This design comes from an exercise in tuning for small area and a short achievable clock period on the open sky130 flow, not from production work.
No functional check of the RTL was part of any run shown here.
Power is estimated from default activity; no workload was simulated.

## design/flow/design.v

```verilog
module CmpTree #(parameter N = 8) (
  input  wire [N-1:0] a,
  input  wire [N-1:0] b,
  output wire         gt,
  output wire         eq
);
  localparam L = (N > 16) ? 5 : (N > 8) ? 4 : (N > 4) ? 3 : (N > 2) ? 2 : 1;
  localparam M = 1 << L;
  wire [M-1:0] g [0:L];
  wire [M-1:0] e [0:L];
  assign g[0] = {{(M-N){1'b0}}, b & ~a};
  assign e[0] = {{(M-N){1'b1}}, ~(a ^ b)};
  genvar l, i;
  generate
    for (l = 0; l < L; l = l + 1) begin : lvl
      for (i = 0; i < (M >> (l + 1)); i = i + 1) begin : nd
        assign g[l+1][i] = g[l][2*i+1] | (e[l][2*i+1] & g[l][2*i]);
        assign e[l+1][i] = e[l][2*i+1] & e[l][2*i];
      end
      if ((M >> (l + 1)) < M) begin : pad
        assign g[l+1][M-1:(M >> (l + 1))] = 0;
        assign e[l+1][M-1:(M >> (l + 1))] = 0;
      end
    end
  endgenerate
  assign gt = g[L][0];
  assign eq = e[L][0];
endmodule
module KsAdd #(parameter N = 24) (
  input  wire [N-1:0] x,
  input  wire [N-1:0] y,
  output wire [N-1:0] s,
  output wire         co
);
  localparam L = (N > 16) ? 5 : (N > 8) ? 4 : (N > 4) ? 3 : (N > 2) ? 2 : 1;
  wire [N-1:0] p = x ^ y;
  wire [N-1:0] g [0:L];
  wire [N-1:0] pp [0:L];
  assign g[0]  = x & y;
  assign pp[0] = p;
  genvar l, i;
  generate
    for (l = 0; l < L; l = l + 1) begin : lvl
      for (i = 0; i < N; i = i + 1) begin : bt
        if (i >= (1 << l)) begin : cb
          assign g[l+1][i]  = g[l][i] | (pp[l][i] & g[l][i - (1 << l)]);
          assign pp[l+1][i] = pp[l][i] & pp[l][i - (1 << l)];
        end else begin : ps
          assign g[l+1][i]  = g[l][i];
          assign pp[l+1][i] = pp[l][i];
        end
      end
    end
  endgenerate
  assign s  = p ^ {g[L][N-2:0], 1'b0};
  assign co = g[L][N-1];
endmodule
module ExpDiff (
  input  wire [7:0] ea,
  input  wire [7:0] eb,
  output wire [7:0] dab,     
  output wire [7:0] dba,     
  output wire       ge,      
  output wire       eq       
);
  wire [7:0] x = ea;
  wire [7:0] y = ~eb;
  wire [7:0] p = x ^ y;
  wire [7:0] g [0:3];
  wire [7:0] pp [0:3];
  assign g[0]  = x & y;
  assign pp[0] = p;
  genvar l, i;
  generate
    for (l = 0; l < 3; l = l + 1) begin : lvl
      for (i = 0; i < 8; i = i + 1) begin : bt
        if (i >= (1 << l)) begin : cb
          assign g[l+1][i]  = g[l][i] | (pp[l][i] & g[l][i - (1 << l)]);
          assign pp[l+1][i] = pp[l][i] & pp[l][i - (1 << l)];
        end else begin : ps
          assign g[l+1][i]  = g[l][i];
          assign pp[l+1][i] = pp[l][i];
        end
      end
    end
  endgenerate
  wire [7:0] c0 = {g[3][6:0], 1'b0};
  wire [7:0] c1 = {g[3][6:0] | pp[3][6:0], 1'b1};
  assign dba = ~(p ^ c0);
  assign dab = p ^ c1;
  assign ge  = g[3][7] | pp[3][7];
  assign eq  = pp[3][7];
endmodule
module SkAdd #(parameter N = 24) (
  input  wire [N-1:0] x,
  input  wire [N-1:0] y,
  output wire [N-1:0] s,
  output wire         co
);
  localparam L = (N > 16) ? 5 : (N > 8) ? 4 : (N > 4) ? 3 : (N > 2) ? 2 : 1;
  wire [N-1:0] p = x ^ y;
  wire [N-1:0] g [0:L];
  wire [N-1:0] pp [0:L];
  assign g[0]  = x & y;
  assign pp[0] = p;
  genvar l, i;
  generate
    for (l = 0; l < L; l = l + 1) begin : lvl
      for (i = 0; i < N; i = i + 1) begin : bt
        if ((i >> l) & 1) begin : cb
          assign g[l+1][i]  = g[l][i] | (pp[l][i] & g[l][((i >> l) << l) - 1]);
          assign pp[l+1][i] = pp[l][i] & pp[l][((i >> l) << l) - 1];
        end else begin : ps
          assign g[l+1][i]  = g[l][i];
          assign pp[l+1][i] = pp[l][i];
        end
      end
    end
  endgenerate
  assign s  = p ^ {g[L][N-2:0], 1'b0};
  assign co = g[L][N-1];
endmodule
module Lzc32 (
  input  wire [31:0] x,
  output wire [4:0]  cnt,
  output wire        zero
);
  wire [15:0] z1; wire [15:0] c1;           
  wire [7:0]  z2; wire [15:0] c2;           
  wire [3:0]  z3; wire [11:0] c3;           
  wire [1:0]  z4; wire [7:0]  c4;           
  genvar i;
  generate
    for (i = 0; i < 16; i = i + 1) begin : l1
      assign z1[i] = ~(x[2*i+1] | x[2*i]);
      assign c1[i] = ~x[2*i+1];
    end
    for (i = 0; i < 8; i = i + 1) begin : l2
      assign z2[i] = z1[2*i+1] & z1[2*i];
      assign c2[2*i+1:2*i] = z1[2*i+1] ? {1'b1, c1[2*i]} : {1'b0, c1[2*i+1]};
    end
    for (i = 0; i < 4; i = i + 1) begin : l3
      assign z3[i] = z2[2*i+1] & z2[2*i];
      assign c3[3*i+2:3*i] = z2[2*i+1] ? {1'b1, c2[4*i+1:4*i]} : {1'b0, c2[4*i+3:4*i+2]};
    end
    for (i = 0; i < 2; i = i + 1) begin : l4
      assign z4[i] = z3[2*i+1] & z3[2*i];
      assign c4[4*i+3:4*i] = z3[2*i+1] ? {1'b1, c3[6*i+2:6*i]} : {1'b0, c3[6*i+5:6*i+3]};
    end
  endgenerate
  assign zero = z4[1] & z4[0];
  assign cnt  = z4[1] ? {1'b1, c4[3:0]} : {1'b0, c4[7:4]};
endmodule
module PipelinedFAdd (
  input  wire        clk,
  input  wire        rst,
  input  wire [31:0] A,
  input  wire [31:0] B,
  input  wire        operation,
  input  wire        in_valid,
  output wire [31:0] result,
  output wire        out_valid
);
  wire [7:0] dab, dba;
  wire       e_ge, e_eq;
  ExpDiff u_ed (.ea(A[30:23]), .eb(B[30:23]), .dab(dab), .dba(dba), .ge(e_ge), .eq(e_eq));
  reg  [31:0] r1_a, r1_b;
  reg  [4:0]  r1_dab, r1_dba;
  reg         r1_op, r1_swap, r1_eeq, r1_far_ab, r1_far_ba;
  always @(posedge clk) begin
    r1_a    <= A;
    r1_b    <= B;
    r1_op   <= operation;
    r1_swap <= ~e_ge | (e_eq & ~(|A[22:0]) & (|B[22:0]));
    r1_eeq  <= e_eq;
    r1_dab    <= dab[4:0];
    r1_dba    <= dba[4:0];
    r1_far_ab <= (|dab[7:5]) | (dab[4] & dab[3]);
    r1_far_ba <= (|dba[7:5]) | (dba[4] & dba[3]);
  end
  wire        sa = r1_a[31];
  wire        sb = r1_b[31] ^ r1_op;
  wire [7:0]  ea = r1_a[30:23];
  wire [7:0]  eb = r1_b[30:23];
  wire [22:0] fa = r1_a[22:0];
  wire [22:0] fb = r1_b[22:0];
  wire ea_nz  = |ea;
  wire eb_nz  = |eb;
  wire fa_nz  = |fa;
  wire fb_nz  = |fb;
  wire a_inf  = (&ea) & ~fa_nz;
  wire b_inf  = (&eb) & ~fb_nz;
  wire a_zero = ~ea_nz & ~fa_nz;
  wire b_zero = ~eb_nz & ~fb_nz;
  wire special = (&ea) | (&eb) | a_zero | b_zero;
  wire sub    = sa ^ sb;
  wire qnan   = a_inf & b_inf & r1_op & sub;
  wire zflip  = a_zero & b_zero & r1_op;
  wire [4:0] d = r1_swap ? r1_dba : r1_dab;
  wire kill   = special | (r1_swap ? r1_far_ba : r1_far_ab);
  wire [7:0]  e_big   = r1_swap ? eb : ea;
  wire [22:0] f_big   = r1_swap ? fb : fa;
  wire [22:0] f_small = r1_swap ? fa : fb;
  wire        h_big   = (r1_swap ? eb_nz : ea_nz) | special;
  wire        h_small = r1_swap ? ea_nz : eb_nz;
  wire [23:0] ms_sh   = {h_small, f_small} >> d;
  wire f_gt, f_eq;
  CmpTree #(23) u_cf (.a(fa), .b(fb), .gt(f_gt), .eq(f_eq));
  wire rev    = r1_eeq & ~special & sub & (r1_swap ? (~f_gt & ~f_eq) : f_gt);
  wire cancel = r1_eeq & ~special & sub & f_eq;
  reg  [7:0]  r2_q;
  reg  [23:0] r2_xb, r2_ys;
  reg         r2_s, r2_sub, r2_qnan;
  always @(posedge clk) begin
    r2_q    <= cancel ? (~e_big - 8'd25) : (~e_big - 8'd1);
    r2_xb   <= {h_big, f_big} ^ {24{sub & ~rev}};
    r2_ys   <= rev ? ~{h_small, f_small} : (kill ? 24'd0 : ms_sh);
    r2_sub  <= sub;
    r2_qnan <= qnan;
    r2_s    <= ~qnan & (((r1_swap ^ rev) ? sb : sa) ^ zflip);
  end
  wire [23:0] ad_s;
  wire        ad_co;
  SkAdd #(24) u_add (.x(r2_xb), .y(r2_ys), .s(ad_s), .co(ad_co));
  reg  [7:0]  r3_q;
  reg  [24:0] r3_sum;
  reg         r3_s, r3_qnan;
  always @(posedge clk) begin
    r3_q    <= r2_q;
    r3_sum  <= {ad_co & ~r2_sub, ad_s ^ {24{r2_sub}}};
    r3_s    <= r2_s;
    r3_qnan <= r2_qnan;
  end
  wire [4:0] lz;
  wire       lz_zero;
  Lzc32 u_lzc (.x({r3_sum, 7'h7F}), .cnt(lz), .zero(lz_zero));
  wire [24:0] sh4 = lz[4] ? {r3_sum[8:0], 16'd0} : r3_sum;
  wire [24:0] sh3 = lz[3] ? {sh4[16:0], 8'd0} : sh4;
  wire [24:0] sh2 = lz[2] ? {sh3[20:0], 4'd0} : sh3;
  wire [24:0] sh1 = lz[1] ? {sh2[22:0], 2'd0} : sh2;
  wire [24:0] sh0 = lz[0] ? {sh1[23:0], 1'd0} : sh1;
  wire [7:0] ne_out;
  wire       ne_co;
  KsAdd #(8) u_exp (.x(r3_q), .y({3'd0, lz}), .s(ne_out), .co(ne_co));
  reg [31:0] r4_res;
  always @(posedge clk)
    r4_res <= {r3_s, ~ne_out, sh0[23] | r3_qnan, sh0[22:1]};
  assign result = r4_res;
  reg [3:0] vld;
  always @(posedge clk or posedge rst)
    if (rst) vld <= 4'b0000;
    else     vld <= {vld[2:0], in_valid};
  assign out_valid = vld[3];
endmodule
```

## design/flow/flow/run.sh

```bash
#!/bin/bash
# Standard layout, with the adder cells left to ABC (no full/half adder
# extraction before it), port buffers of a plain buffer cell, and timing
# repair aiming at a tighter setup margin.
# make's output goes to standard.log, each ORFS step logs to orfs/logs/.
bash standard.sh ADDER_MAP_FILE= SETUP_SLACK_MARGIN=5.6 \
  "BUFFER_PORTS_ARGS=-buffer_cell sky130_fd_sc_hd__buf_4" finish > standard.log 2>&1
```

## design/flow/standard.sh

```bash
#!/bin/bash
# synth_recipe.tcl (not shown) runs the flow's synth.tcl, then flattens the netlist and writes it again
# the make line also repeats each setting of config.mk as NAME=value (left out here)
make -C /OpenROAD-flow-scripts/flow DESIGN_CONFIG=/design/flow/config.mk WORK_HOME=/design/flow/orfs CLKGATE_MAP_FILE= SYNTH_SCRIPT=/design/flow/synth_recipe.tcl "${@:-finish}"
```

## design/flow/config.mk

```make
export PLATFORM = sky130hd
export DESIGN_NAME = PipelinedFAdd
export DESIGN_NICKNAME = PipelinedFAdd
export VERILOG_FILES = /design/flow/design.v
export SDC_FILE = /design/flow/constraint.sdc
export NUM_CORES = 4
export LEC_CHECK = 0
export ABC_AREA = 1
export CAP_MARGIN = 20
export CORE_MARGIN = 2
export CORE_UTILIZATION = 55
export CTS_BUF_LIST = sky130_fd_sc_hd__clkbuf_16
export CTS_CLUSTER_DIAMETER = 50
export CTS_CLUSTER_SIZE = 20
export SETUP_SLACK_MARGIN = 5
export SLEW_MARGIN = 20
```

## design/flow/constraint.sdc

```tcl
create_clock -name core_clock -period 8.0 [get_ports {clk}]
set_input_delay 1.6000 -clock core_clock [delete_from_list [all_inputs] [get_ports {clk}]]
set_output_delay 1.6000 -clock core_clock [all_outputs]
set_load 0.01 [all_outputs]
```

==> results of run 1 <==
[per-layer routing]
metal | vias up | global-route usage
met2 | 458 | 0.4828
met1 | 4824 | 0.3599
met5 | - | 0
li1 | 5415 | -
met4 | 0 | 0.09314
met3 | 95 | 0.03668
[worst paths after layout]
| kind | start | endpoint | slack, ns | cells past startpoint |
|---|---|---|---|---|
| max in group asynchronous | rst | vld[2] | 6.88 | 2 |
| min | r2_q[4] | r3_q[4] | 0.32 | 0 |
| max | A[26] | r1_far_ab | 5.18 | 13 |
| min in group asynchronous | rst | vld[3] | 0.97 | 2 |
| min reg2reg | r2_q[4] | r3_q[4] | 0.32 | 0 |
| max reg2reg | r1_b[17] | r2_ys[7] | 5.61 | 14 |
[metrics by stage]
stage          setup slack, ns  area (µm²)  instances
6_report                 5.177       14200       2024
5_1_grt                  5.152       14200       2024
4_1_cts                  5.385       13560       1986
3_5_place_dp             4.779       11950       1899
3_3_place_gp             4.811       11950       1899
2_1_floorplan            5.126       11110       1582
[state kept, by name (all words and copies together) (netlist names), 5 cells and up]
signal and cells:
r1_b 32, r1_dba 5, r4_res 32, r2_xb 24, r2_ys 24, r2_q 8, r3_sum 25, r3_q 8
r1_a 32
[kinds of logic after synthesis]
logic type	after synthesis	synth area share
xor gates and xnor gates	90	0.08492
and+or+nand+nor	715	0.2793
muxes	19	0.01721
DFF	208	0.3786
buffers and inverters	249	0.09182
AOI/OAI and AO/OA	301	0.1481
[worst register-to-register path, cell delays in order, from the launching register on]
cell and delay [ns]:
dfxtp_1 0.38, inv_1 0.10, nand4_1 0.11, nor2_1 0.07, nand3_1 0.16, nor2_1 0.08
nor2_1 0.09, nand2_1 0.10, inv_1 0.17, nand2_1 0.08, nor2_1 0.54, inv_1 0.12
o21ai_0 0.19, nand2_1 0.07, o21ai_0 0.07
[area by class of cell]
type / instances / area (µm²)
clock buffers: 23 / 575.6
fillers: 1574 / 5386
multi-input cells: 1132 / 6326
clock inverters: 15 / 234.0
flip-flops and latches: 208 / 4232
repair inverters: 3 / 20.02
inverters: 198 / 794.5
well taps: 265 / 331.6
repair buffers: 180 / 1690
[cell usage in the layout, fill, tap and decap left out, types with 19 or more instances in the layout]
cell type  count
dfxtp_2       32
xor2_1        54
buf_4        128
a21oi_1       41
nand4_1       23
nand2_1      411
inv_1        167
nand2_2       21
xor2_2        21
nor2_1       115
buf_6         39
nand3_1       64
o21ai_0      174
clkbuf_16     24
inv_2         19
mux2i_1       19
dfxtp_1      170
[power by group through the flow]
stage | clock [µW] | combinational, µW | sequential [µW]
2_1_floorplan | 0 | 1050 | 1430
3_3_place_gp | 0 | 1440 | 1440
3_5_place_dp | 0 | 1450 | 1440
4_1_cts | 1120 | 1610 | 1440
5_1_grt | 1170 | 1990 | 1480
6_report | 1110 | 1820 | 1450
[repair_timing]
item,in CTS,in global routing
pin swaps,28,35
hold buffers,0,0
setup endpoints to repair,115,120
cloned,9,5
endpoints found under the hold margin,0,0
setup buffers,40,33
gates resized for setup,107,93
==> results by group, run 1 <==
Die
  • Num rows: 51
  • Initial Util: 0.5641
  • Die ar.: 21240 µm²
  • Die H: 145.7 µm
  • CORE AREA: 19590 µm²
  • Die width: 145.7 µm
  • I/O Pins: 101

Clock tree
  • Clock root buffer: clkbuf_16
  • # clock sinks: 208
  • CTS tree: done
  • H-tree depth: 1
  • CTS max path bufs: 3
  • CTS buffer count: 22
  • Clk pin slew, worst setup/hold paths: 0.07 ns
  • Clk Latency, worst-skew pair: 0.51 ns

Synthesis
  • Yosys reg bits: 208
  • Mapped cell area: 11050 µm²
  • Yosys warning count: 5
  • Synth Area per Inst: 6.985 µm²
  • Area leader, netlist: dfxtp_1
  • Synth Flop Type: dfxtp_1
  • Synth Instances: 1582
  • Top cells by count, synth: 423 x nand2_1, 204 x dfxtp_1, 185 x inv_1, 185 x o21ai_0, 132 x nor2_1
  • FFs w/ async S/R, synth: 0.01923
  • Most instantiated library cell after synthesis: nand2_1
  • Post-synth cell types: 57
  • EDFF count, synth: 0
  • Top cells by area, synth: dfxtp_1 37%, nand2_1 14%, o21ai_0 8.4%
  • Post-synthesis sequential area ratio: 0.3786
  • Synth top area share: 0.3696
  • Syn Nets: 1650

Global route
  • First-pass GRT wire length: 48690 µm
  • Total GRT Usage: 0.2788
  • Largest net degree at the start of global routing: 59
  • Vias in the first global route: 9794
  • Total grt overflow: 0
  • Initial antenna violation count: 0

STA
  • RSZ-0062 raised after global routing: yes
  • Fin Setup TNS: 0 ns
  • Worst relative slew slack: 0.4260
  • Max Clk Rate: 354.3 MHz
  • Slew of the pin with the lowest slew margin: 0.8532 ns
  • Fin crit period: 2.823 ns
  • Clock skew: 0.01847 ns
  • Final period util: 0.3528
  • WHS: 0.3246 ns
  • Setup violators final: 0
  • Slew Viols, Final: 0
  • Final Hold Fails: 0

Route
  • Via count: 10.79k
  • Via density: 5.332
  • Routed metal-1 wirelength: 13490 µm
  • Wire per inst: 15.96 µm
  • Met2 wire length: 15540 µm
  • Highest metal layer with signal wires: met4
  • DR pass1 iterations: 6
  • Final wirelength: 32310 µm
  • DRT iter0 DRCs: 847
  • DRC: 0
  • DR WL met3: 2195 µm
  • Post-DRT Antenna Nets: 0

Pwr
  • Leakage power: 0.006798 µW
  • Clock power frac: 0.253
  • P_int: 2708 µW
  • Pwr Density: 308.0 nW/µm²
  • Maximum vdd drop: 0.1805 mV
  • Final Power: 4375 µW
  • Comb power frac: 0.415
  • Sw frac: 0.3811
  • Seq pwr share: 0.332
  • Psw: 1668 µW

Finish
  • Final core utilization: 0.7250
  • Share of cells above drive strength 1: 0.2308
  • Syn-to-layout area delta: 28.53%
  • Nets@finish: 1813
  • Antenna diode count: 0

Placement
  • Port bufs: 100
  • Placer Congestion: 0.9602
  • DP HPWL: 21170 µm

Worst setup path
  • Crit start category: input port
  • CP required: 8.39 ns
  • Crit path cell chain: buf_6, inv_2, nor2_2, inv_1, nand2_2, nor2_2, o21ai_1, o211ai_1, a21oi_2, and2_4, xor2_1, nor3_1, nand2_1
  • Buf/Inv on CP: 3
  • Crit-path max FO: 4
  • CP delay by family, top: simple AND/OR/NAND/NOR gates
  • Worst path slowest cell: a21oi_2
  • Critical path endpoint category: register
  • Crit path kind: input port to register
  • CP max stage delay: 0.25 ns
  • Worst Path Arrival: 3.21 ns
  • Most common cell type on the critical path: nor2_2

Hold path
  • Worst min-delay path category: register to register

Run
  • Max-cap violations: 0

Status
  • Status: timing/DRC/antenna clean
==> inputs of run 2 (changes only) <==
--- a/design/flow/config.mk
+++ b/design/flow/config.mk
@@ -8,9 +8,9 @@
 export ABC_AREA = 1
 export CAP_MARGIN = 20
 export CORE_MARGIN = 2
-export CORE_UTILIZATION = 55
+export CORE_UTILIZATION = 40
 export CTS_BUF_LIST = sky130_fd_sc_hd__clkbuf_16
-export CTS_CLUSTER_DIAMETER = 50
-export CTS_CLUSTER_SIZE = 20
+export CTS_CLUSTER_DIAMETER = 60
+export CTS_CLUSTER_SIZE = 30
 export SETUP_SLACK_MARGIN = 5
 export SLEW_MARGIN = 20
==> run 2 against run 1 <==
Synthesized cell count unchanged. Highest routed layer unchanged. Core utilization decreased by 20 points. Critical endpoint is now out_valid. Via count decreased by 2.9%. Fmax increased by 9.3%. Global-route usage decreased by 8.3 points. Largest cell class unchanged. Worst setup slack improved by 0.24 ns. First-iteration DRC count decreased by 19%. Hold slack improved by 0.0052 ns. Critical path depth decreased by 12. Clock power decreased by 11%. Non-clock buffer count decreased by 9.
==> results by group, run 2 <==
Status
  • Status: timing/DRC/antenna clean

Die
  • CORE AREA: 27030 µm² (+38%)
  • Die width: 170.2 µm (+17%)
  • I/O Pins: 101 (unchanged)
  • Initial Util: 0.4089 (-0.1552)
  • Die ar.: 28970 µm² (+36%)
  • Num rows: 60 (+18%)
  • Die H: 170.2 µm (+17%)

Finish
  • Storage cell area: 4233 µm² (about the same)
  • Antenna diode count: 0 (unchanged)
  • Final core utilization: 0.5227 (-0.2024)
  • Commonest non-fill, non-tap cells in the layout: 408 x nand2_1, 169 x dfxtp_1, 168 x o21ai_0, 164 x inv_1, 119 x buf_4
  • Most common cell after layout, fill and taps aside: nand2_1
  • Share of cells above drive strength 1: 0.2336 (+0.002768)
  • Multi-input gate area in the final layout: 6360 µm² (+0.53%)
  • Layout fillers: 2671 (+70%)
  • Nets@finish: 1805 (-0.44%)
  • Largest regs: r1_a x32, r1_b x32, r4_res x32
  • Syn-to-layout area delta: 27.83%

Pwr
  • Comb power frac: 0.419 (+0.004)
  • Sw frac: 0.3891 (+0.008001)
  • Maximum vdd drop: 0.1739 mV (-3.7%)
  • Pwr Density: 296.3 nW/µm² (-3.8%)
  • P_int: 2557 µW (-5.6%)
  • Leakage power: 0.006692 µW (-1.6%)
  • Final Power: 4185 µW (-4.3%)
  • Psw: 1629 µW (-2.3%)
  • Seq pwr share: 0.345 (+0.013)
  • Clock power frac: 0.236 (-0.017)

Route
  • DR pass1 iterations: 8 (+2)
  • DRC: 0 (unchanged)
  • Final wirelength: 29910 µm (-7.4%)
  • Via density: 5.008 (-6.1%)
  • Post-DRT Antenna Nets: 0 (unchanged)
  • Wire per inst: 14.30 µm (-10%)
  • DRT iter0 DRCs: 690 (-19%)
  • Via count: 10.48k (-2.9%)

Worst setup path
  • Crit path kind: register to primary output
  • Buf/Inv on CP: 1 (-2)
  • Crit start category: register
  • Worst path slowest cell: dfrtp_1
  • Critical path endpoint category: primary output
  • CP Depth: 1 (-12)
  • Crit path cell chain: buf_6
  • CP startpoint: vld[3]
  • Worst Path Arrival: 0.98 ns (-2.23 ns)
  • CP delay by family, top: flip-flops
  • R2R Path Start: r1_swap
  • CP required: 6.40 ns (-1.99 ns)
  • Reg2Reg Depth: 10 (-4)
  • CP max stage delay: 0.37 ns (+0.12 ns)
  • Crit-path max FO: 1 (-3)

Global route
  • Largest net degree at the start of global routing: 116 (+97%)
  • Total GRT Usage: 0.1962 (-0.08268)
  • Total grt overflow: 0 (unchanged)
  • Vias in the first global route: 9474 (-3.3%)
  • First-pass GRT wire length: 46290 µm (-4.9%)
  • Initial antenna violation count: 0 (unchanged)

Placement
  • Placer Congestion: 0.9064 (-5.6%)
  • Pre-CTS WS: 4.699 ns (-0.08054 ns)
  • Port bufs: 100 (unchanged)
  • DP HPWL: 21560 µm (+1.8%)

STA
  • Worst setup margin: 5.416 ns (+0.2391 ns)
  • Fin Setup TNS: 0 ns (unchanged)
  • Slew Viols, Final: 0 (unchanged)
  • Final period util: 0.3229 (-0.02989)
  • Max Clk Rate: 387.1 MHz (+9.3%)
  • Worst relative slew slack: 0.4633 (+0.03736)
  • Final Hold Fails: 0 (unchanged)
  • Slew of the pin with the lowest slew margin: 0.7977 ns (-0.05553 ns)
  • Fin crit period: 2.584 ns (-0.2391 ns)
  • Clock skew: 0.02638 ns (+0.007917 ns)
  • RSZ-0062 raised after global routing: yes
  • Setup violators final: 0 (unchanged)

Synthesis
  • EDFF count, synth: 0 (unchanged)
  • Post-synthesis sequential area ratio: 0.3786 (unchanged)
  • Post-synth cell types: 57 (unchanged)
  • Mapped cell area: 11050 µm² (unchanged)
  • Syn Nets: 1650 (unchanged)
  • Most instantiated library cell after synthesis: nand2_1
  • FFs w/ async S/R, synth: 0.01923 (unchanged)
  • Synth Instances: 1582 (unchanged)
  • Area leader, netlist: dfxtp_1
  • Top cells by count, synth: 423 x nand2_1, 204 x dfxtp_1, 185 x inv_1, 185 x o21ai_0, 132 x nor2_1
  • Yosys warning count: 5 (unchanged)
  • Synth Area per Inst: 6.985 µm² (unchanged)
  • Top cells by area, synth: dfxtp_1 37%, nand2_1 14%, o21ai_0 8.4%
  • Yosys reg bits: 208 (unchanged)
  • Synth top area share: 0.3696 (unchanged)
  • Synth Flop Type: dfxtp_1

Clock tree
  • CTS max path bufs: 3 (unchanged)
  • Clk Latency, worst-skew pair: 0.52 ns (about the same)
  • CTS buffer count: 20 (-9.1%)
  • # clock sinks: 208 (unchanged)
  • Clock root buffer: clkbuf_16
  • Clk pin slew, worst setup/hold paths: 0.07 ns (about the same)
  • H-tree depth: 1 (unchanged)
  • Post-CTS Hold Fix Bufs: 0 (unchanged)
  • CTS tree: done

Hold path
  • Hold path start: r2_q[5]
  • Worst min-delay path category: register to register
  • Hold Path Stages: 0 (unchanged)

Run
  • Max-cap violations: 0 (unchanged)
run 2: worst paths after layout:
kind | to | slack [ns]
max reg2reg | r2_ys[6] | 5.70
max | out_valid | 5.42
min in group asynchronous | vld[1] | 0.98
min reg2reg | r3_q[5] | 0.33
max in group asynchronous | vld[2] | 6.87
min | r3_q[5] | 0.33
run 2: cells by family (layout without fill, tap and decap cells):
kind of cell	count (synthesis)	in the layout	share of synthesized area
DFF	208	208	0.3786
muxes	19	19	0.01721
xor gates and xnor gates	90	90	0.08492
and+or+nand+nor	715	724	0.2793
AOI/OAI and AO/OA	301	301	0.1481
buffers and inverters	249	409	0.09182
run 2: timing repair:
| item | CTS | global route |
|---|---|---|
| gates resized for setup | 102 | 113 |
| setup endpoints to repair | 116 | 108 |
| gates cloned | 5 | 11 |
| setup buffers | 29 | 35 |
| pin swaps | 23 | 32 |
run 2: cell type report:
type,count,share of cell area
Clock buffer,21,0.03720
Timing Repair Buffer,171,0.1118
Clock inverter,15,0.01249
Multi-Input combinational cell,1134,0.4502
Timing Repair inverter,4,0.001949
Tap cell,341,0.03020
Inverter,198,0.05651
Sequential cell,208,0.2996
run 2: layer usage:
metal / wire length, µm / up-vias / global-route usage
met4: 1149 / 0 / 0.06726
met5: 0 / - / 0
met1: 12980 / 4671 / 0.2485
met2: 14330 / 344 / 0.3459
met3: 1455 / 73 / 0.02186
li1: - / 5388 / -
run 2: power groups by stage:
stage	Combinational (µW)	Clock [µW]	Sequential, µW
2_1_floorplan	1050	0	1430
3_3_place_gp	1440	0	1430
3_5_place_dp	1450	0	1430
4_1_cts	1550	1010	1430
5_1_grt	1960	1050	1470
6_report	1750	987	1440
run 2: stage by stage:
| stage | area (µm²) | instances | hold slack [ns] |
|---|---|---|---|
| floorplan | 11110 | 1582 | 0.3096 |
| global placement | 12050 | 1976 | 0.3115 |
| detailed placement | 12050 | 1976 | 0.3128 |
| CTS | 13380 | 2046 | 0.3307 |
| global route | 14130 | 2092 | 0.3342 |
| finish | 14130 | 2092 | 0.3297 |
==> inputs of run 3 (changes only) <==
--- a/design/flow/design.v
+++ b/design/flow/design.v
@@ -165,18 +165,15 @@
   wire       e_ge, e_eq;
   ExpDiff u_ed (.ea(A[30:23]), .eb(B[30:23]), .dab(dab), .dba(dba), .ge(e_ge), .eq(e_eq));
   reg  [31:0] r1_a, r1_b;
-  reg  [4:0]  r1_dab, r1_dba;
-  reg         r1_op, r1_swap, r1_eeq, r1_far_ab, r1_far_ba;
+  reg  [7:0]  r1_d;
+  reg         r1_op, r1_swap, r1_eeq;
   always @(posedge clk) begin
     r1_a    <= A;
     r1_b    <= B;
     r1_op   <= operation;
-    r1_swap <= ~e_ge | (e_eq & ~(|A[22:0]) & (|B[22:0]));
+    r1_swap <= ~e_ge;
     r1_eeq  <= e_eq;
-    r1_dab    <= dab[4:0];
-    r1_dba    <= dba[4:0];
-    r1_far_ab <= (|dab[7:5]) | (dab[4] & dab[3]);
-    r1_far_ba <= (|dba[7:5]) | (dba[4] & dba[3]);
+    r1_d    <= e_ge ? dab : dba;
   end
   wire        sa = r1_a[31];
   wire        sb = r1_b[31] ^ r1_op;
@@ -196,28 +193,28 @@
   wire sub    = sa ^ sb;
   wire qnan   = a_inf & b_inf & r1_op & sub;
   wire zflip  = a_zero & b_zero & r1_op;
-  wire [4:0] d = r1_swap ? r1_dba : r1_dab;
-  wire kill   = special | (r1_swap ? r1_far_ba : r1_far_ab);
+  wire kill   = special | (|r1_d[7:5]) | (r1_d[4] & r1_d[3]);
+  wire pass_b = r1_eeq & special & ~fa_nz & fb_nz;
   wire [7:0]  e_big   = r1_swap ? eb : ea;
   wire [22:0] f_big   = r1_swap ? fb : fa;
   wire [22:0] f_small = r1_swap ? fa : fb;
   wire        h_big   = (r1_swap ? eb_nz : ea_nz) | special;
   wire        h_small = r1_swap ? ea_nz : eb_nz;
-  wire [23:0] ms_sh   = {h_small, f_small} >> d;
+  wire [23:0] ms_sh   = {h_small, f_small} >> r1_d[4:0];
   wire f_gt, f_eq;
   CmpTree #(23) u_cf (.a(fa), .b(fb), .gt(f_gt), .eq(f_eq));
-  wire rev    = r1_eeq & ~special & sub & (r1_swap ? (~f_gt & ~f_eq) : f_gt);
+  wire rev    = r1_eeq & ~special & sub & f_gt;
   wire cancel = r1_eeq & ~special & sub & f_eq;
   reg  [7:0]  r2_q;
   reg  [23:0] r2_xb, r2_ys;
   reg         r2_s, r2_sub, r2_qnan;
   always @(posedge clk) begin
     r2_q    <= cancel ? (~e_big - 8'd25) : (~e_big - 8'd1);
-    r2_xb   <= {h_big, f_big} ^ {24{sub & ~rev}};
+    r2_xb   <= (pass_b ? {1'b1, fb} : {h_big, f_big}) ^ {24{sub & ~rev}};
     r2_ys   <= rev ? ~{h_small, f_small} : (kill ? 24'd0 : ms_sh);
     r2_sub  <= sub;
     r2_qnan <= qnan;
-    r2_s    <= ~qnan & (((r1_swap ^ rev) ? sb : sa) ^ zflip);
+    r2_s    <= ~qnan & (((r1_swap | rev | pass_b) ? sb : sa) ^ zflip);
   end
   wire [23:0] ad_s;
   wire        ad_co;
--- a/design/flow/config.mk
+++ b/design/flow/config.mk
@@ -9,8 +9,8 @@
 export CAP_MARGIN = 20
 export CORE_MARGIN = 2
 export CORE_UTILIZATION = 40
-export CTS_BUF_LIST = sky130_fd_sc_hd__clkbuf_16
+export CTS_BUF_LIST = sky130_fd_sc_hd__clkbuf_8
 export CTS_CLUSTER_DIAMETER = 60
-export CTS_CLUSTER_SIZE = 30
+export CTS_CLUSTER_SIZE = 25
 export SETUP_SLACK_MARGIN = 5
 export SLEW_MARGIN = 20
==> run 3 against run 2 <==
Clock skew is 0.021 ns higher. Synthesized area fell by 1.4%. Via count fell by 3.7%. Synthesized cell count increased by 2.0%. Clock-buffer cell count is 3 higher. Register-to-register slack improved by 0.02 ns. Design area decreased by 7.2%. Critical endpoint unchanged. Largest power group unchanged.
==> results by group, run 3 <==
Worst setup path
  • CP startpoint: vld[3]
  • R2R Setup Slk: 5.72 ns (+0.02 ns)
  • Crit start category: register
  • Reg2Reg Depth: 7 (-3)
  • CP required: 6.40 ns (about the same)
  • CP delay by family, top: flip-flops
  • Buf/Inv on CP: 1 (unchanged)
  • Crit path cell chain: buf_6
  • FF-to-FF End: r2_ys[11]
  • Worst Path Arrival: 1.04 ns (+0.06 ns)
  • Critical path endpoint category: primary output
  • Worst path slowest cell: dfrtp_1
  • CP max stage delay: 0.38 ns (about the same)
  • Crit-path max FO: 1 (unchanged)
  • Crit path kind: register to primary output
  • R2R Path Start: r1_d[1]

Finish
  • Most common cell after layout, fill and taps aside: nand2_1
  • Commonest non-fill, non-tap cells in the layout: 448 x nand2_1, 192 x inv_1, 175 x dfxtp_1, 139 x o21ai_0, 131 x nor2_1
  • Share of cells above drive strength 1: 0.1713 (-0.06230)
  • Nets@finish: 1786 (-1.1%)
  • Final instance area: 13100 µm² (-7.2%)
  • Final cell count without fillers: 2075 (-0.81%)
  • Syn-to-layout area delta: 20.32%
  • Antenna diode count: 0 (unchanged)
  • Largest regs: r1_a x32, r1_b x32, r4_res x32

Route
  • DRC: 0 (unchanged)
  • Wire per inst: 13.72 µm (-4.1%)
  • Final wirelength: 28460 µm (-4.8%)
  • DR pass1 iterations: 5 (-3)
  • Via density: 4.862 (-2.9%)
  • DRT iter0 DRCs: 794 (+15%)
  • Via count: 10.09k (-3.7%)
  • Post-DRT Antenna Nets: 0 (unchanged)

Pwr
  • Final Power: 3869 µW (-7.5%)
  • Clock power frac: 0.206 (-0.030)
  • Maximum vdd drop: 0.1591 mV (-8.5%)
  • P_int: 2288 µW (-10%)
  • Seq pwr share: 0.374 (+0.029)
  • Leakage power: 0.006385 µW (-4.6%)
  • Comb power frac: 0.420 (about the same)
  • Sw frac: 0.4086 (+0.01943)
  • Psw: 1581 µW (-2.9%)
  • Pwr Density: 295.3 nW/µm² (-0.33%)

STA
  • Slew Viols, Final: 0 (unchanged)
  • Fin Setup TNS: 0 ns (unchanged)
  • Slew of the pin with the lowest slew margin: 0.9318 ns (+0.1341 ns)
  • Final Hold Fails: 0 (unchanged)
  • Worst setup margin: 5.362 ns (-0.05423 ns)
  • Worst relative slew slack: 0.3781 (-0.08519)
  • Final period util: 0.3297 (+0.006779)
  • Setup violators final: 0 (unchanged)
  • Fin crit period: 2.638 ns (+0.05423 ns)
  • Clock skew: 0.04709 ns (+0.02071 ns)
  • RSZ-0062 raised after global routing: yes
  • Max Clk Rate: 379.1 MHz (-2.1%)

Status
  • Status: timing/DRC/antenna clean

Clock tree
  • Clk Latency, worst-skew pair: 0.58 ns (+0.06 ns)
  • CTS buffer count: 22 (+10%)
  • Clock root buffer: clkbuf_8
  • CTS tree: done
  • Clk pin slew, worst setup/hold paths: 0.10 ns (+0.03 ns)
  • CTS max path bufs: 3 (unchanged)
  • Post-CTS Hold Fix Bufs: 0 (unchanged)
  • # clock sinks: 205 (-1.4%)
  • H-tree depth: 1 (unchanged)

Die
  • Die ar.: 28560 µm² (-1.4%)
  • Die H: 169.0 µm (-0.71%)
  • I/O Pins: 101 (unchanged)
  • Die width: 169.0 µm (-0.71%)
  • Initial Util: 0.4052 (-0.003675)
  • Num rows: 60 (unchanged)
  • CORE AREA: 26880 µm² (-0.56%)

Synthesis
  • Post-synthesis adder-cell area fraction: 0 (unchanged)
  • Synth Area per Inst: 6.752 µm² (-3.3%)
  • Yosys warning count: 5 (unchanged)
  • Largest family of logic cells by synthesized area: simple AND/OR/NAND/NOR gates
  • EDFF count, synth: 0 (unchanged)
  • Mapped cell area: 10890 µm² (-1.4%)
  • Post-Synth XOR/XNOR Area: 0.06744 (-0.01748)
  • Top cells by count, synth: 466 x nand2_1, 201 x dfxtp_1, 196 x inv_1, 148 x o21ai_0, 141 x nor2_1
  • Post-Synth Simple-Gate Area: 0.2933 (+0.01399)
  • Post-synth cell types: 49 (-14%)
  • Yosys reg bits: 205 (-1.4%)
  • Syn Nets: 1681 (+1.9%)
  • Synth Instances: 1613 (+2.0%)
  • Synth top area share: 0.3695 (about the same)
  • Compound-Gate Fraction of Synth Area: 0.1430 (-0.005060)
  • Multiplexer area fraction after synthesis: 0.01563 (-0.001585)
  • Synth Flop Type: dfxtp_1
  • Area leader, netlist: dfxtp_1
  • FFs w/ async S/R, synth: 0.01951 (+0.0002814)
  • Post-synthesis sequential area ratio: 0.3787 (about the same)
  • Most instantiated library cell after synthesis: nand2_1
  • Top cells by area, synth: dfxtp_1 37%, nand2_1 16%, o21ai_0 6.8%

Hold path
  • Hold Path Stages: 0 (unchanged)
  • Worst min-delay path category: register to register
  • Hold Path End: r3_qnan
  • Hold path start: r2_qnan

Global route
  • Initial antenna violation count: 0 (unchanged)
  • Total GRT Usage: 0.1959 (-0.0002825)
  • Vias in the first global route: 9355 (-1.3%)
  • First-pass GRT wire length: 45720 µm (-1.2%)
  • Total grt overflow: 0 (unchanged)
  • Largest net degree at the start of global routing: 47 (-59%)

Placement
  • Pre-CTS WS: 4.711 ns (+0.01160 ns)
  • Placer Congestion: 0.9528 (+5.1%)
  • Dpl cells: 2002 (+1.3%)
  • DP HPWL: 21090 µm (-2.2%)
  • Placed Area: 11770 µm² (-2.4%)
  • Port bufs: 100 (unchanged)

Run
  • Max-cap violations: 0 (unchanged)
[run 3: cell count changes after synthesis, sizes merged, moves of 13 or more]
cell,change
xor2,-28
nor4,-13
nand2,+47
nand3,+14
xnor2,+21
o21ai,-16
[run 3: power groups by stage]
stage	logic [µW]	registers, µW	clock network (µW)
after detailed placement	1470	1450	0
after CTS	1570	1440	830
final	1630	1450	796
after floorplan	1090	1420	0
after global placement	1460	1450	0
after global routing	1830	1470	867
[run 3: worst max path at each step]
stage                endpoint  slack, ns  depth (start not counted)
finish              out_valid       5.36                          1
global route        out_valid       5.32                          1
CTS                 out_valid       5.33                          1
detailed placement    r1_d[4]       4.71                         10
floorplan             r1_d[4]       5.05                         11
global placement      r1_d[4]       4.77                         10
[run 3: area by class of cell]
class | instances | area, µm²
Fill cell | 2728 | 13770
Multi-Input combinational cell | 1153 | 5957
Sequential cell | 205 | 4161
Timing Repair Buffer | 130 | 1192
Inverter | 203 | 798.3
Tap cell | 341 | 426.7
Clock buffer | 24 | 330.3
Clock inverter | 16 | 217.7
Timing Repair inverter | 3 | 20.02
[run 3: layer usage]
metal,wire [µm],up-vias,track usage,part of all wire
li1,-,5338,-,-
met1,12730,4372,0.2506,0.45
met2,13020,302,0.3268,0.46
met3,1305,77,0.02455,0.046
met4,1409,0,0.09736,0.050
met5,0,-,0,0
[run 3: timing repair]
| item | in CTS | in global routing |
|---|---|---|
| cloned | 6 | 1 |
| gates resized for setup | 89 | 67 |
| pin swaps | 15 | 21 |
| setup buffers | 15 | 11 |
| setup endpoints to repair | 122 | 119 |
[run 3: logic make-up after synthesis]
family,after synthesis
AO/OA/AOI/OAI,284
AND/OR/NAND/NOR,766
XOR/XNOR,83
buffers and inverters,258
flip-flops,205
multiplexers,17
[run 3: stage by stage]
stage / utilization / hold slack, ns
floorplan: - / 0.3096
global placement: 0.4378 / 0.3128
detailed placement: 0.4378 / 0.3121
CTS: 0.4764 / 0.3251
global route: 0.4876 / 0.3285
finish: 0.4876 / 0.3230
==> inputs of run 4 (changes only) <==
==> design/flow/flow/run.sh (replaced) <==
#!/bin/bash
# Standard layout, with the adder cells left to ABC (no full/half adder
# extraction before it) and timing repair aiming at a tighter setup margin.
# make's output goes to standard.log, each ORFS step logs to orfs/logs/.
bash standard.sh ADDER_MAP_FILE= SETUP_SLACK_MARGIN=5.6 finish > standard.log 2>&1
==> run 4 against run 3 <==
Total power decreased by 3.1%. Clock skew decreased by 0.017 ns. Hold slack got worse by 0.0064 ns. Register-to-register slack got worse by 0.04 ns. Clock-buffer cell count increased by 1.
==> results by group, run 4 <==
Synthesis
  • Synth Area per Inst: 6.752 µm² (unchanged)
  • Yosys warning count: 5 (unchanged)
  • Post-synth cell types: 49 (unchanged)
  • Area leader, netlist: dfxtp_1
  • Yosys reg bits: 205 (unchanged)
  • Synth top area share: 0.3695 (unchanged)
  • Synth Flop Type: dfxtp_1
  • Syn Nets: 1681 (unchanged)
  • Synth Instances: 1613 (unchanged)
  • EDFF count, synth: 0 (unchanged)
  • Post-synthesis sequential area ratio: 0.3787 (unchanged)
  • FFs w/ async S/R, synth: 0.01951 (unchanged)
  • Top cells by count, synth: 466 x nand2_1, 201 x dfxtp_1, 196 x inv_1, 148 x o21ai_0, 141 x nor2_1
  • Mapped cell area: 10890 µm² (unchanged)
  • Most instantiated library cell after synthesis: nand2_1
  • Top cells by area, synth: dfxtp_1 37%, nand2_1 16%, o21ai_0 6.8%

Hold path
  • Hold path start: r2_qnan
  • Worst min-delay path category: register to register

Pwr
  • Leakage power: 0.006350 µW (-0.54%)
  • Maximum vdd drop: 0.1229 mV (-23%)
  • Pwr Density: 285.5 nW/µm² (-3.3%)

Clock tree
  • H-tree depth: 1 (unchanged)
  • Clk Latency, worst-skew pair: 0.57 ns (about the same)
  • CTS max path bufs: 3 (unchanged)
  • CTS buffer count: 23 (+4.5%)
  • Clk pin slew, worst setup/hold paths: 0.09 ns (about the same)
  • CTS tree: done
  • # clock sinks: 205 (unchanged)
  • Clock root buffer: clkbuf_8

STA
  • Fin crit period: 2.639 ns (+0.0007000 ns)
  • Worst setup margin: 5.361 ns (-0.0007000 ns)
  • RSZ-0062 raised after global routing: yes
  • Fin Setup TNS: 0 ns (unchanged)
  • Max Clk Rate: 379.0 MHz (about the same)
  • Clock skew: 0.02968 ns (-0.01741 ns)
  • Worst relative slew slack: 0.3731 (-0.005062)
  • Final Hold Fails: 0 (unchanged)
  • Final period util: 0.3298 (about the same)
  • Slew Viols, Final: 0 (unchanged)
  • Slew of the pin with the lowest slew margin: 0.9394 ns (+0.007585 ns)
  • Setup violators final: 0 (unchanged)

Die
  • Num rows: 60 (unchanged)
  • I/O Pins: 101 (unchanged)
  • CORE AREA: 26880 µm² (unchanged)
  • Die H: 169.0 µm (unchanged)
  • Initial Util: 0.4052 (unchanged)
  • Die ar.: 28560 µm² (unchanged)
  • Die width: 169.0 µm (unchanged)

Worst setup path
  • FF-to-FF End: r2_xb[11]
  • CP Depth: 1 (unchanged)
  • CP startpoint: vld[3]
  • Critical path endpoint category: primary output
  • Crit path kind: register to primary output
  • CP required: 6.40 ns (about the same)
  • CP max stage delay: 0.36 ns (-0.02 ns)
  • Worst path slowest cell: dfrtp_1
  • Critical Path Sink: out_valid
  • R2R Setup Slk: 5.68 ns (-0.04 ns)
  • Crit path cell chain: buf_2
  • Worst Path Arrival: 1.04 ns (about the same)
  • R2R Path Start: r1_b[13]
  • CP delay by family, top: flip-flops
  • Crit start category: register
  • Buf/Inv on CP: 1 (unchanged)
  • Crit-path max FO: 1 (unchanged)
  • Reg2Reg Depth: 10 (+3)

Placement
  • Port bufs: 100 (unchanged)
  • Placer Congestion: 0.8998 (-5.6%)
  • Pre-CTS WS: 4.283 ns (-0.4276 ns)
  • DP HPWL: 21080 µm (about the same)
  • Placed Area: 12030 µm² (+2.3%)
  • Dpl cells: 2004 (+0.10%)

Run
  • Max-cap violations: 0 (unchanged)

Route
  • DRT iter0 DRCs: 679 (-14%)
  • Via density: 4.876 (+0.29%)
  • DRC: 0 (unchanged)
  • Post-DRT Antenna Nets: 0 (unchanged)
  • Final wirelength: 28560 µm (+0.32%)
  • Wire per inst: 13.66 µm (-0.44%)
  • DR pass1 iterations: 6 (+1)
  • Via count: 10.20k (+1.1%)

Global route
  • Largest net degree at the start of global routing: 64 (+36%)
  • Total grt overflow: 0 (unchanged)
  • First-pass GRT wire length: 45170 µm (-1.2%)
  • Vias in the first global route: 9521 (+1.8%)
  • Initial antenna violation count: 0 (unchanged)
  • Total GRT Usage: 0.1939 (-0.001964)

Finish
  • Share of cells above drive strength 1: 0.1366 (-0.03471)
  • Final cell count without fillers: 2091 (+0.77%)
  • Layout fillers: 2761 (+1.2%)
  • Most common cell after layout, fill and taps aside: nand2_1
  • Final instance area: 13140 µm² (+0.26%)
  • Largest regs: r1_a x32, r1_b x32, r4_res x32
  • Antenna diode count: 0 (unchanged)
  • Commonest non-fill, non-tap cells in the layout: 452 x nand2_1, 192 x dfxtp_1, 187 x inv_1, 133 x o21ai_0, 128 x nor2_1
  • Final core utilization: 0.4888 (+0.001257)
  • Syn-to-layout area delta: 20.63%
  • Nets@finish: 1802 (+0.90%)

Status
  • Status: timing/DRC/antenna clean
## run 4: cell counts after synthesis
Identical to the previous run, type by type.
## run 4: repair_timing
item                       CTS  global route
gates cloned                 6             3
gates resized for setup    239            57
setup buffers               24            13
pin swaps                   30            25
hold buffers                 0             0
setup endpoints to repair  119           115
## run 4: area by class of cell
type | instances | area (µm²) | share of cell area
multi-input cells | 1154 | 5964 | 0.4540
flip-flops and latches | 205 | 4135 | 0.3148
well taps | 341 | 426.7 | 0.03248
repair inverters | 3 | 22.52 | 0.001714
clock buffers | 25 | 344.1 | 0.02619
inverters | 203 | 798.3 | 0.06076
clock inverters | 16 | 171.4 | 0.01305
repair buffers | 144 | 1275 | 0.09705
## run 4: where the power goes
part | leakage [µW] | total, µW | internal, µW | switching [µW]
Sequential | 0.00173 | 1420 | 1270 | 148
Clock | 0.000266 | 755 | 347 | 408
Combinational | 0.00435 | 1580 | 601 | 975
## run 4: per-layer routing
| metal | up-vias | global-route usage | part of all wire |
|---|---|---|---|
| met5 | - | 0 | 0 |
| met4 | 0 | 0.1007 | 0.053 |
| met3 | 83 | 0.02665 | 0.051 |
| met2 | 308 | 0.3384 | 0.46 |
| met1 | 4440 | 0.2327 | 0.44 |
| li1 | 5365 | - | - |
## run 4: worst reg2reg max path, delay by kind of cell, from the launching register on
family                 cells  cell delay [ns]
AND/OR/NAND/NOR            5             0.81
buffers and inverters      2             0.42
XOR/XNOR                   1             0.18
flip-flops                 1             0.32
AO/OA/AOI/OAI              2             0.44
## run 4: worst min path at each step
stage	cells past startpoint	end	slack, ns
after CTS	0	r3_qnan	0.32
after floorplan	0	r3_q[0]	0.31
after detailed placement	0	r3_q[4]	0.31
after global placement	0	r3_q[6]	0.31
final	0	r3_qnan	0.32
after global routing	0	r3_qnan	0.31
## run 4: cells by family after synthesis
family / after synthesis / synth area share
AOI/OAI and AO/OA: 284 / 0.1430
DFF: 205 / 0.3787
xor gates and xnor gates: 83 / 0.06744
buffers and inverters: 258 / 0.1019
muxes: 17 / 0.01562
and+or+nand+nor: 766 / 0.2933
## run 4: metrics by stage
step | total power (µW) | hold slack (ns)
global route | 4050 | 0.3134
CTS | 3712 | 0.3188
floorplan | 2503 | 0.3096
finish | 3751 | 0.3166
global placement | 2940 | 0.3130
detailed placement | 2951 | 0.3121
==> inputs of run 5 (changes only) <==
--- a/design/flow/design.v
+++ b/design/flow/design.v
@@ -25,6 +25,23 @@
   endgenerate
   assign gt = g[L][0];
   assign eq = e[L][0];
+endmodule
+module CmpChain #(parameter N = 23) (
+  input  wire [N-1:0] a,
+  input  wire [N-1:0] b,
+  output wire         gt,
+  output wire         eq
+);
+  wire [N:0] g;
+  assign g[0] = 1'b0;
+  genvar i;
+  generate
+    for (i = 0; i < N; i = i + 1) begin : bt
+      assign g[i+1] = (b[i] & ~a[i]) | (~(a[i] ^ b[i]) & g[i]);
+    end
+  endgenerate
+  assign gt = g[N];
+  assign eq = (a == b);
 endmodule
 module KsAdd #(parameter N = 24) (
   input  wire [N-1:0] x,
@@ -119,6 +136,65 @@
   endgenerate
   assign s  = p ^ {g[L][N-2:0], 1'b0};
   assign co = g[L][N-1];
+endmodule
+module RcAdd #(parameter N = 8) (
+  input  wire [N-1:0] x,
+  input  wire [N-1:0] y,
+  output wire [N-1:0] s,
+  output wire         co
+);
+  wire [N:0] c;
+  assign c[0] = 1'b0;
+  genvar i;
+  generate
+    for (i = 0; i < N; i = i + 1) begin : bt
+      assign s[i]   = x[i] ^ y[i] ^ c[i];
+      assign c[i+1] = (x[i] & y[i]) | (c[i] & (x[i] | y[i]));
+    end
+  endgenerate
+  assign co = c[N];
+endmodule
+module BkAdd #(parameter N = 24) (
+  input  wire [N-1:0] x,
+  input  wire [N-1:0] y,
+  output wire [N-1:0] s,
+  output wire         co
+);
+  localparam L = (N > 16) ? 5 : (N > 8) ? 4 : (N > 4) ? 3 : (N > 2) ? 2 : 1;
+  wire [N-1:0] p = x ^ y;
+  wire [N-1:0] gu [0:L];
+  wire [N-1:0] pu [0:L];
+  assign gu[0] = x & y;
+  assign pu[0] = p;
+  genvar l, i;
+  generate
+    for (l = 0; l < L; l = l + 1) begin : up
+      for (i = 0; i < N; i = i + 1) begin : bt
+        if ((((i + 1) % (2 << l)) == 0)) begin : cb
+          assign gu[l+1][i] = gu[l][i] | (pu[l][i] & gu[l][i - (1 << l)]);
+          assign pu[l+1][i] = pu[l][i] & pu[l][i - (1 << l)];
+        end else begin : ps
+          assign gu[l+1][i] = gu[l][i];
+          assign pu[l+1][i] = pu[l][i];
+        end
+      end
+    end
+  endgenerate
+  wire [N-1:0] gd [0:L];
+  assign gd[L] = gu[L];
+  generate
+    for (l = L - 1; l >= 0; l = l - 1) begin : dn
+      for (i = 0; i < N; i = i + 1) begin : bt
+        if ((((i + 1) % (2 << l)) == (1 << l)) && (i >= (2 << l))) begin : cb
+          assign gd[l][i] = gd[l+1][i] | (pu[l][i] & gd[l+1][i - (1 << l)]);
+        end else begin : ps
+          assign gd[l][i] = gd[l+1][i];
+        end
+      end
+    end
+  endgenerate
+  assign s  = p ^ {gd[0][N-2:0], 1'b0};
+  assign co = gd[0][N-1];
 endmodule
 module Lzc32 (
   input  wire [31:0] x,
@@ -165,15 +241,18 @@
   wire       e_ge, e_eq;
   ExpDiff u_ed (.ea(A[30:23]), .eb(B[30:23]), .dab(dab), .dba(dba), .ge(e_ge), .eq(e_eq));
   reg  [31:0] r1_a, r1_b;
-  reg  [7:0]  r1_d;
-  reg         r1_op, r1_swap, r1_eeq;
+  reg  [4:0]  r1_dab, r1_dba;
+  reg         r1_op, r1_swap, r1_eeq, r1_far_ab, r1_far_ba;
   always @(posedge clk) begin
     r1_a    <= A;
     r1_b    <= B;
     r1_op   <= operation;
-    r1_swap <= ~e_ge;
+    r1_swap <= ~e_ge | (e_eq & ~(|A[22:0]) & (|B[22:0]));
     r1_eeq  <= e_eq;
-    r1_d    <= e_ge ? dab : dba;
+    r1_dab    <= dab[4:0];
+    r1_dba    <= dba[4:0];
+    r1_far_ab <= (|dab[7:5]) | (dab[4] & dab[3]);
+    r1_far_ba <= (|dba[7:5]) | (dba[4] & dba[3]);
   end
   wire        sa = r1_a[31];
   wire        sb = r1_b[31] ^ r1_op;
@@ -193,32 +272,32 @@
   wire sub    = sa ^ sb;
   wire qnan   = a_inf & b_inf & r1_op & sub;
   wire zflip  = a_zero & b_zero & r1_op;
-  wire kill   = special | (|r1_d[7:5]) | (r1_d[4] & r1_d[3]);
-  wire pass_b = r1_eeq & special & ~fa_nz & fb_nz;
+  wire [4:0] d = r1_swap ? r1_dba : r1_dab;
+  wire kill   = special | (r1_swap ? r1_far_ba : r1_far_ab);
   wire [7:0]  e_big   = r1_swap ? eb : ea;
   wire [22:0] f_big   = r1_swap ? fb : fa;
   wire [22:0] f_small = r1_swap ? fa : fb;
   wire        h_big   = (r1_swap ? eb_nz : ea_nz) | special;
   wire        h_small = r1_swap ? ea_nz : eb_nz;
-  wire [23:0] ms_sh   = {h_small, f_small} >> r1_d[4:0];
+  wire [23:0] ms_sh   = {h_small, f_small} >> d;
   wire f_gt, f_eq;
   CmpTree #(23) u_cf (.a(fa), .b(fb), .gt(f_gt), .eq(f_eq));
-  wire rev    = r1_eeq & ~special & sub & f_gt;
+  wire rev    = r1_eeq & ~special & sub & (r1_swap ? (~f_gt & ~f_eq) : f_gt);
   wire cancel = r1_eeq & ~special & sub & f_eq;
   reg  [7:0]  r2_q;
   reg  [23:0] r2_xb, r2_ys;
   reg         r2_s, r2_sub, r2_qnan;
   always @(posedge clk) begin
     r2_q    <= cancel ? (~e_big - 8'd25) : (~e_big - 8'd1);
-    r2_xb   <= (pass_b ? {1'b1, fb} : {h_big, f_big}) ^ {24{sub & ~rev}};
+    r2_xb   <= {h_big, f_big} ^ {24{sub & ~rev}};
     r2_ys   <= rev ? ~{h_small, f_small} : (kill ? 24'd0 : ms_sh);
     r2_sub  <= sub;
     r2_qnan <= qnan;
-    r2_s    <= ~qnan & (((r1_swap | rev | pass_b) ? sb : sa) ^ zflip);
+    r2_s    <= ~qnan & (((r1_swap ^ rev) ? sb : sa) ^ zflip);
   end
   wire [23:0] ad_s;
   wire        ad_co;
-  SkAdd #(24) u_add (.x(r2_xb), .y(r2_ys), .s(ad_s), .co(ad_co));
+  BkAdd #(24) u_add (.x(r2_xb), .y(r2_ys), .s(ad_s), .co(ad_co));
   reg  [7:0]  r3_q;
   reg  [24:0] r3_sum;
   reg         r3_s, r3_qnan;
==> design/flow/flow/run.sh (replaced) <==
#!/bin/bash
# Standard layout, with the adder cells left to ABC (no full/half adder
# extraction before it), port buffers of a plain buffer cell, and timing
# repair aiming at a tighter setup margin.
# make's output goes to standard.log, each ORFS step logs to orfs/logs/.
bash standard.sh ADDER_MAP_FILE= SETUP_SLACK_MARGIN=5.6 \
  "BUFFER_PORTS_ARGS=-buffer_cell sky130_fd_sc_hd__buf_2" finish > standard.log 2>&1
==> run 5 against run 4 <==
Design area rose by 1.5%. Fmax is 0.75% higher. Non-clock buffer count grew 9. Still clean on timing, DRC and antenna. Critical path depth unchanged. Highest routed layer unchanged. Synthesized cell count fell by 3.2%. Register-to-register slack worse by 0.05 ns. Core utilization is 0.74 points higher.
==> results by group, run 5 <==
Status
  • Status: timing/DRC/antenna clean

Placement
  • Pre-CTS WS: 4.670 ns (+0.3869 ns)
  • Placer Congestion: 0.9454 (+5.1%)
  • DP HPWL: 20960 µm (-0.56%)
  • Port bufs: 100 (unchanged)

Finish
  • Share of cells above drive strength 1: 0.2189 (+0.08234)
  • Nets@finish: 1765 (-2.1%)
  • Most common cell after layout, fill and taps aside: nand2_1
  • Commonest non-fill, non-tap cells in the layout: 377 x nand2_1, 188 x dfxtp_1, 158 x inv_1, 141 x o21ai_0, 126 x nor2_1
  • Storage cell area: 4212 µm² (+1.8%)
  • Syn-to-layout area delta: 22.31%
  • Antenna diode count: 0 (unchanged)
  • Layout fillers: 2684 (-2.8%)
  • Largest regs: r1_a x32, r1_b x32, r4_res x32
  • Multi-input gate area in the final layout: 6250 µm² (+4.8%)

Worst setup path
  • Crit start category: register
  • Crit-path max FO: 1 (unchanged)
  • R2R Setup Slk: 5.63 ns (-0.05 ns)
  • Crit path cell chain: buf_2
  • CP required: 6.40 ns (about the same)
  • Buf/Inv on CP: 1 (unchanged)
  • CP max stage delay: 0.36 ns (about the same)
  • Critical path endpoint category: primary output
  • FF-to-FF End: r4_res[0]
  • Crit path kind: register to primary output
  • Worst path slowest cell: dfrtp_1
  • Reg2Reg Depth: 12 (+2)
  • CP delay by family, top: flip-flops
  • Worst Path Arrival: 1.02 ns (-0.02 ns)
  • R2R Path Start: r3_sum[20]

Synthesis
  • Mapped cell area: 10900 µm² (+0.11%)
  • Synth top area share: 0.3746 (+0.005084)
  • Top cells by count, synth: 393 x nand2_1, 204 x dfxtp_1, 170 x inv_1, 159 x o21ai_0, 136 x nor2_1
  • FFs w/ async S/R, synth: 0.01923 (-0.0002814)
  • Area leader, netlist: dfxtp_1
  • Syn Nets: 1629 (-3.1%)
  • Synth Flop Type: dfxtp_1
  • Top cells by area, synth: dfxtp_1 37%, nand2_1 14%, o21ai_0 7.3%
  • Yosys warning count: 5 (unchanged)
  • Post-synthesis sequential area ratio: 0.3838 (+0.005074)
  • Yosys reg bits: 208 (+1.5%)
  • Most instantiated library cell after synthesis: nand2_1
  • Synth Area per Inst: 6.985 µm² (+3.4%)
  • Post-synth cell types: 53 (+8.2%)
  • EDFF count, synth: 0 (unchanged)
  • Synth Instances: 1561 (-3.2%)

Clock tree
  • Clock root buffer: clkbuf_8
  • CTS tree: done
  • # clock sinks: 208 (+1.5%)
  • Clk Latency, worst-skew pair: 0.58 ns (about the same)
  • CTS buffer count: 23 (unchanged)
  • H-tree depth: 1 (unchanged)
  • Post-CTS Hold Fix Bufs: 0 (unchanged)
  • CTS max path bufs: 3 (unchanged)
  • Clk pin slew, worst setup/hold paths: 0.08 ns (about the same)

Hold path
  • Hold path start: r3_s
  • Hold Path End: r4_res[31]
  • Hold Path Stages: 0 (unchanged)
  • Worst min-delay path category: register to register

STA
  • Slew Viols, Final: 0 (unchanged)
  • Slew of the pin with the lowest slew margin: 0.8339 ns (-0.1055 ns)
  • Clock skew: 0.05460 ns (+0.02492 ns)
  • RSZ-0062 raised after global routing: yes
  • Worst setup margin: 5.381 ns (+0.01972 ns)
  • Max Clk Rate: 381.9 MHz (+0.75%)
  • Fin Setup TNS: 0 ns (unchanged)
  • Setup violators final: 0 (unchanged)
  • Final period util: 0.3273 (-0.002465)
  • Fin crit period: 2.619 ns (-0.01972 ns)
  • Worst relative slew slack: 0.4382 (+0.06515)
  • Final Hold Fails: 0 (unchanged)

Global route
  • First-pass GRT wire length: 45710 µm (+1.2%)
  • Vias in the first global route: 9115 (-4.3%)
  • Total grt overflow: 0 (unchanged)
  • Total GRT Usage: 0.1968 (+0.002844)
  • Largest net degree at the start of global routing: 60 (-6.3%)
  • Initial antenna violation count: 0 (unchanged)

Route
  • Via count: 10.15k (-0.43%)
  • Via density: 4.943 (+1.4%)
  • Wire per inst: 14.37 µm (+5.2%)
  • Post-DRT Antenna Nets: 0 (unchanged)
  • Final wirelength: 29510 µm (+3.4%)
  • DR pass1 iterations: 5 (-1)
  • DRC: 0 (unchanged)
  • DRT iter0 DRCs: 779 (+15%)

Pwr
  • Pwr Density: 285.8 nW/µm² (about the same)
  • Leakage power: 0.006361 µW (+0.18%)
  • Maximum vdd drop: 0.1575 mV (+28%)

Die
  • CORE AREA: 26880 µm² (unchanged)
  • Die width: 169.1 µm (about the same)
  • Num rows: 60 (unchanged)
  • Initial Util: 0.4057 (+0.0004655)
  • I/O Pins: 101 (unchanged)
  • Die H: 169.1 µm (about the same)
  • Die ar.: 28590 µm² (+0.11%)

Run
  • Max-cap violations: 0 (unchanged)
[run 5: per-layer routing]
layer	share of wire	global-route usage	vias to the layer above
met5	0	0	-
met4	0.031	0.05983	0
met3	0.051	0.02385	60
met2	0.48	0.3443	279
li1	-	-	5338
met1	0.44	0.2540	4475
[run 5: cells by family (layout without fill, tap and decap cells)]
logic type | count (synthesis) | count (layout) | synth area share
AO/OA/AOI/OAI | 291 | 291 | 0.1463
XOR/XNOR | 93 | 93 | 0.07540
buffers and inverters | 248 | 391 | 0.09502
flip-flops | 208 | 208 | 0.3838
multiplexers | 20 | 20 | 0.01836
AND/OR/NAND/NOR | 701 | 710 | 0.2812
[run 5: final cells by class]
cell class              count  share of cell area
clock buffers              24             0.02477
clock inverters            17             0.01792
inverters                 195             0.05855
multi-input cells        1114              0.4687
flip-flops and latches    208              0.3158
well taps                 341             0.03199
repair buffers            153             0.08116
repair inverters            2            0.001126
[run 5: what timing repair did]
action / in CTS / in global routing
setup endpoints to repair: 106 / 110
buffers inserted: 18 / 28
resized for setup: 51 / 121
cloned: 7 / 6
pin swaps: 21 / 23
endpoints found under the hold margin: 0 / 0
[run 5: worst max-delay path by stage]
stage | from | endpoint | slack, ns | cells after the start
2_1_floorplan | A[24] | r1_swap | 5.07 | 12
3_3_place_gp | A[24] | r1_swap | 4.73 | 13
3_5_place_dp | A[24] | r1_swap | 4.67 | 13
4_1_cts | vld[3] | out_valid | 5.34 | 1
5_1_grt | vld[3] | out_valid | 5.32 | 1
6_report | vld[3] | out_valid | 5.38 | 1
[run 5: stage by stage]
stage	area (µm²)	total power [µW]	utilization	std cells	hold slack (ns)
floorplan	10940	2432	-	1561	0.3096
global placement	11610	2779	0.4320	1954	0.3108
detailed placement	11610	2786	0.4320	1954	0.3121
CTS	12630	3691	0.4700	2020	0.3323
global route	13340	4098	0.4962	2054	0.3380
finish	13340	3811	0.4962	2054	0.3311
[run 5: power breakdown]
part	leakage, µW	switching [µW]	internal (µW)	total, µW
registers	0.00176	127	1280	1410
logic	0.00432	988	583	1570
clock network	0.000282	470	360	830

[re-timing with driven ports]
No port has a modelled driver above. Below, the same layouts with a new extraction and two added sets of constraints. Step 1: set_driving_cell puts a clkbuf_16 on clk and a buf_2 on each other input, an assumption about the parent block. Step 2 also shifts input and output timing later by t, the mid clock arrival at the registers, as if the neighbouring blocks saw the same clock. a / b / c = ideal ports / drivers / drivers and shift; a / b = the first two.
run	shift t [ns]	setup WS [ns]	hold WS [ns]	slew at the worst register clock pin (ns)
run 1	0.552	5.177 / 5.183 / 4.631	0.325 / 0.325 / 0.325	0.07 / 0.07
run 2	0.553	5.416 / 5.369 / 4.954	0.330 / 0.330 / 0.330	0.08 / 0.08
run 3	0.595	5.362 / 5.319 / 4.816	0.323 / 0.323 / 0.323	0.12 / 0.12
run 4	0.603	5.361 / 5.314 / 4.786	0.317 / 0.317 / 0.317	0.09 / 0.09
run 5	0.601	5.381 / 5.338 / 4.919	0.331 / 0.331 / 0.331	0.12 / 0.12
After both steps setup and hold are still met in every run listed. The setup slack of run 4, which loses most, moves by -0.047 ns with the drivers and by -0.575 ns with both steps.
